From an optimization exercise on the open Yosys and OpenROAD flow, aimed at small area; shortcuts taken in it are not production practice. Function was checked by simulation only, so behaviour that the tests miss may differ from the original.

==> flow/design.v <==
module baud_gen #(
    parameter DIV_WIDTH = 20
)(
    input  wire                 clk,
    input  wire                 rst_n,
    input  wire [DIV_WIDTH-1:0] divisor,
    output reg                  tick_16x
);
    reg  [DIV_WIDTH-1:0] counter;
    wire [DIV_WIDTH-1:0] next = counter + 1'b1;
    wire off   = ~|divisor[DIV_WIDTH-1:1];
    wire match = (next == divisor);
    always @(posedge clk or negedge rst_n) begin
        if (!rst_n) begin
            counter  <= 0;
            tick_16x <= 0;
        end else begin
            tick_16x <= ~off & match;
            counter  <= (off | match) ? {DIV_WIDTH{1'b0}} : next;
        end
    end
endmodule
module sync_fifo #(
    parameter DATA_WIDTH = 8,
    parameter DEPTH      = 16
)(
    input  wire                  clk,
    input  wire                  rst_n,
    input  wire                  wr_en,
    input  wire [DATA_WIDTH-1:0] din,
    input  wire                  rd_en,
    output wire [DATA_WIDTH-1:0] dout,
    output wire                  full,
    output wire                  empty
);
    localparam PTR_WIDTH = $clog2(DEPTH);
    reg [DATA_WIDTH-1:0] mem [0:DEPTH-1];
    reg [PTR_WIDTH:0]    last;
    assign dout  = mem[last[PTR_WIDTH-1:0]];
    assign empty = last[PTR_WIDTH];
    assign full  = (last == DEPTH-1);
    wire push = wr_en & ~full;
    wire pop  = rd_en & ~empty;
    always @(posedge clk or negedge rst_n) begin
        if (!rst_n)
            last <= {(PTR_WIDTH+1){1'b1}};
        else if (push & ~pop)
            last <= last + 1'b1;
        else if (pop & ~push)
            last <= last - 1'b1;
    end
    integer i;
    always @(posedge clk) begin
        if (push) begin
            mem[0] <= din;
            for (i = 1; i < DEPTH; i = i + 1)
                mem[i] <= mem[i-1];
        end
    end
endmodule
module uart_tx (
    input  wire       clk,
    input  wire       rst_n,
    input  wire       fifo_empty,
    input  wire [7:0] fifo_dout,
    input  wire       s_tick,
    output wire       fifo_pop,
    output reg        tx
);
    localparam [7:0] C_IDLE = 8'd253, C_POP = 8'd254, C_LAST = 8'd159;
    reg [7:0] c;
    reg [7:0] rot;    
    wire       idle  = (c == C_IDLE);
    wire       pre   = &c[7:2];       
    wire [3:0] slot  = c[7:4];
    assign fifo_pop = (c == C_POP);
    always @(posedge clk or negedge rst_n) begin
        if (!rst_n) begin
            c  <= C_IDLE;
            tx <= 1'b1;
        end else begin
            if (idle) begin
                if (!fifo_empty) c <= c + 1'b1;
            end else if (pre) begin
                c <= c + 1'b1;
            end else if (s_tick) begin
                c <= (c == C_LAST) ? C_IDLE : c + 1'b1;
            end
            if (slot == 4'd0)
                tx <= 1'b0;
            else if (slot <= 4'd8)
                tx <= rot[slot[2:0]];
            else
                tx <= 1'b1;
        end
    end
    always @(posedge clk) begin
        if (idle) rot <= {fifo_dout[6:0], fifo_dout[7]};
    end
endmodule
module uart_rx (
    input  wire       clk,
    input  wire       rst_n,
    input  wire       rx,          
    input  wire       s_tick,
    output reg  [7:0] dout,        
    output reg        rx_done_tick
);
    localparam [1:0] IDLE=0, START=1, DATA=2, STOP=3;
    reg [1:0] state;
    reg [3:0] s_count;
    wire ev = s_tick & (&s_count);
    always @(posedge clk or negedge rst_n) begin
        if (!rst_n) begin
            state        <= IDLE;
            rx_done_tick <= 1'b0;
        end else begin
            rx_done_tick <= (state == STOP) & ev;
            case (state)
                IDLE:  if (~rx) state <= START;
                START: if (ev) state <= rx ? IDLE : DATA;
                DATA:  if (ev & dout[0]) state <= STOP;
                STOP:  if (ev) state <= IDLE;
            endcase
        end
    end
    always @(posedge clk) begin
        if (state == IDLE) begin
            s_count <= 4'd8;
            dout    <= 8'h80;
        end else begin
            if (s_tick) s_count <= s_count + 1'b1;
            if (state == DATA && ev) dout <= {rx, dout[7:1]};
        end
    end
endmodule
module apb_uart (
    input  wire        pclk,
    input  wire        presetn,
    input  wire [31:0] paddr,
    input  wire        psel,
    input  wire        penable,
    input  wire        pwrite,
    input  wire [31:0] pwdata,
    output reg  [31:0] prdata,
    output wire        pready,
    output wire        pslverr,
    output wire        tx_o,
    input  wire        rx_i
);
    wire rst_n = presetn;
    assign pready  = 1'b1;
    assign pslverr = 1'b0;
    reg rx_sync1, rx_sync2;
    always @(posedge pclk or negedge rst_n) begin
        if (!rst_n) begin
            rx_sync1 <= 1'b1;
            rx_sync2 <= 1'b1;
        end else begin
            rx_sync1 <= rx_i;
            rx_sync2 <= rx_sync1;
        end
    end
    reg  [19:0] baud_divisor;
    wire        s_tick;
    wire [7:0]  tx_fifo_out, rx_fifo_out, rx_data;
    wire        tx_full, tx_empty, rx_full, rx_empty;
    wire        rx_done_tick;
    wire        tx_fifo_pop;
    wire wr_en = psel & penable & pwrite;
    wire rd_en = psel & penable & ~pwrite;
    wire [3:0] addr = paddr[3:0];
    wire a0 = (addr == 4'h0);
    wire a4 = (addr == 4'h4);
    wire a8 = (addr == 4'h8);
    always @(posedge pclk or negedge rst_n) begin
        if (!rst_n) baud_divisor <= 20'd325;
        else if (wr_en && a8) baud_divisor <= pwdata[19:0];
    end
    always @(*) begin
        prdata = 32'b0;
        prdata[19:0] = {20{a8}} & baud_divisor;
        prdata[7:0]  = prdata[7:0] | ({8{a0}} & rx_fifo_out);
        prdata[1:0]  = prdata[1:0] | ({2{a4}} & {rx_empty, tx_full});
    end
    baud_gen #(.DIV_WIDTH(20)) u_baud (
        .clk(pclk), .rst_n(rst_n),
        .divisor(baud_divisor), .tick_16x(s_tick)
    );
    sync_fifo #(.DATA_WIDTH(8), .DEPTH(16)) u_tx_fifo (
        .clk(pclk), .rst_n(rst_n),
        .wr_en(wr_en & a0),
        .din(pwdata[7:0]),
        .rd_en(tx_fifo_pop),
        .dout(tx_fifo_out),
        .full(tx_full), .empty(tx_empty)
    );
    uart_tx u_tx (
        .clk(pclk), .rst_n(rst_n),
        .fifo_empty(tx_empty),
        .fifo_dout(tx_fifo_out),
        .s_tick(s_tick),
        .fifo_pop(tx_fifo_pop),
        .tx(tx_o)
    );
    sync_fifo #(.DATA_WIDTH(8), .DEPTH(16)) u_rx_fifo (
        .clk(pclk), .rst_n(rst_n),
        .wr_en(rx_done_tick),
        .din(rx_data),
        .rd_en(rd_en & a0),
        .dout(rx_fifo_out),
        .full(rx_full), .empty(rx_empty)
    );
    uart_rx u_rx (
        .clk(pclk), .rst_n(rst_n),
        .rx(rx_sync2),
        .s_tick(s_tick),
        .dout(rx_data),
        .rx_done_tick(rx_done_tick)
    );
endmodule
clock: 6.0 ns
lec_check: 0
cap_margin: 20
core_margin: 2
core_utilization: 40
cts_buf_list: sky130_fd_sc_hd__clkbuf_2 sky130_fd_sc_hd__clkbuf_4
slew_margin: 20
run.sh (not shown) runs the stock make flow with config.mk's settings and CLKGATE_MAP_FILE= SYNTH_SCRIPT=/design/flow/synth_recipe.tcl, a recipe that flattens the netlist after the stock synthesis.
==> next run, changes <==
- CTS_BUF_LIST: sky130_fd_sc_hd__clkbuf_2 sky130_fd_sc_hd__clkbuf_4 -> sky130_fd_sc_hd__clkbuf_8
- CTS_CLUSTER_DIAMETER: default -> 60
- CTS_CLUSTER_SIZE: default -> 18
- The changed run finished with timing, DRC and antenna clean
- non-clock buffer count stays the same
- cell count falls by 6.4%
- global-route usage falls by 0.73 points
- area after synthesis does not change
- first-iteration DRC count rises by 25%
- sequential cell count is unchanged
- cell area falls by 3.0%
- setup slack gets better by 0.21 ns
- routed wire length falls by 2.7%
- synthesized cell count does not change
- register-to-register slack stays flat

separate check: timing with driven ports:
No port has a modelled driver above. Below, the same layouts with a new extraction and two added sets of constraints. Step 1: set_driving_cell puts a clkbuf_16 on pclk and a buf_2 on each other input, an assumption about the parent block. Step 2 also shifts input and output timing later by t, the mid clock arrival at the registers, as if the neighbouring blocks saw the same clock. a / b / c = ideal ports / drivers / drivers and shift; a / b = the first two.
run	t (ns)	setup WS [ns]	worst setup path after step 2	latest minus earliest clock arrival (ns)
the first run	0.760	0.555 / 0.512 / 1.039	input to output	0.057 / 0.057
the second run	0.637	0.769 / 0.724 / 1.110	input to output	0.048 / 0.049
After both steps every run listed still meets setup and hold.
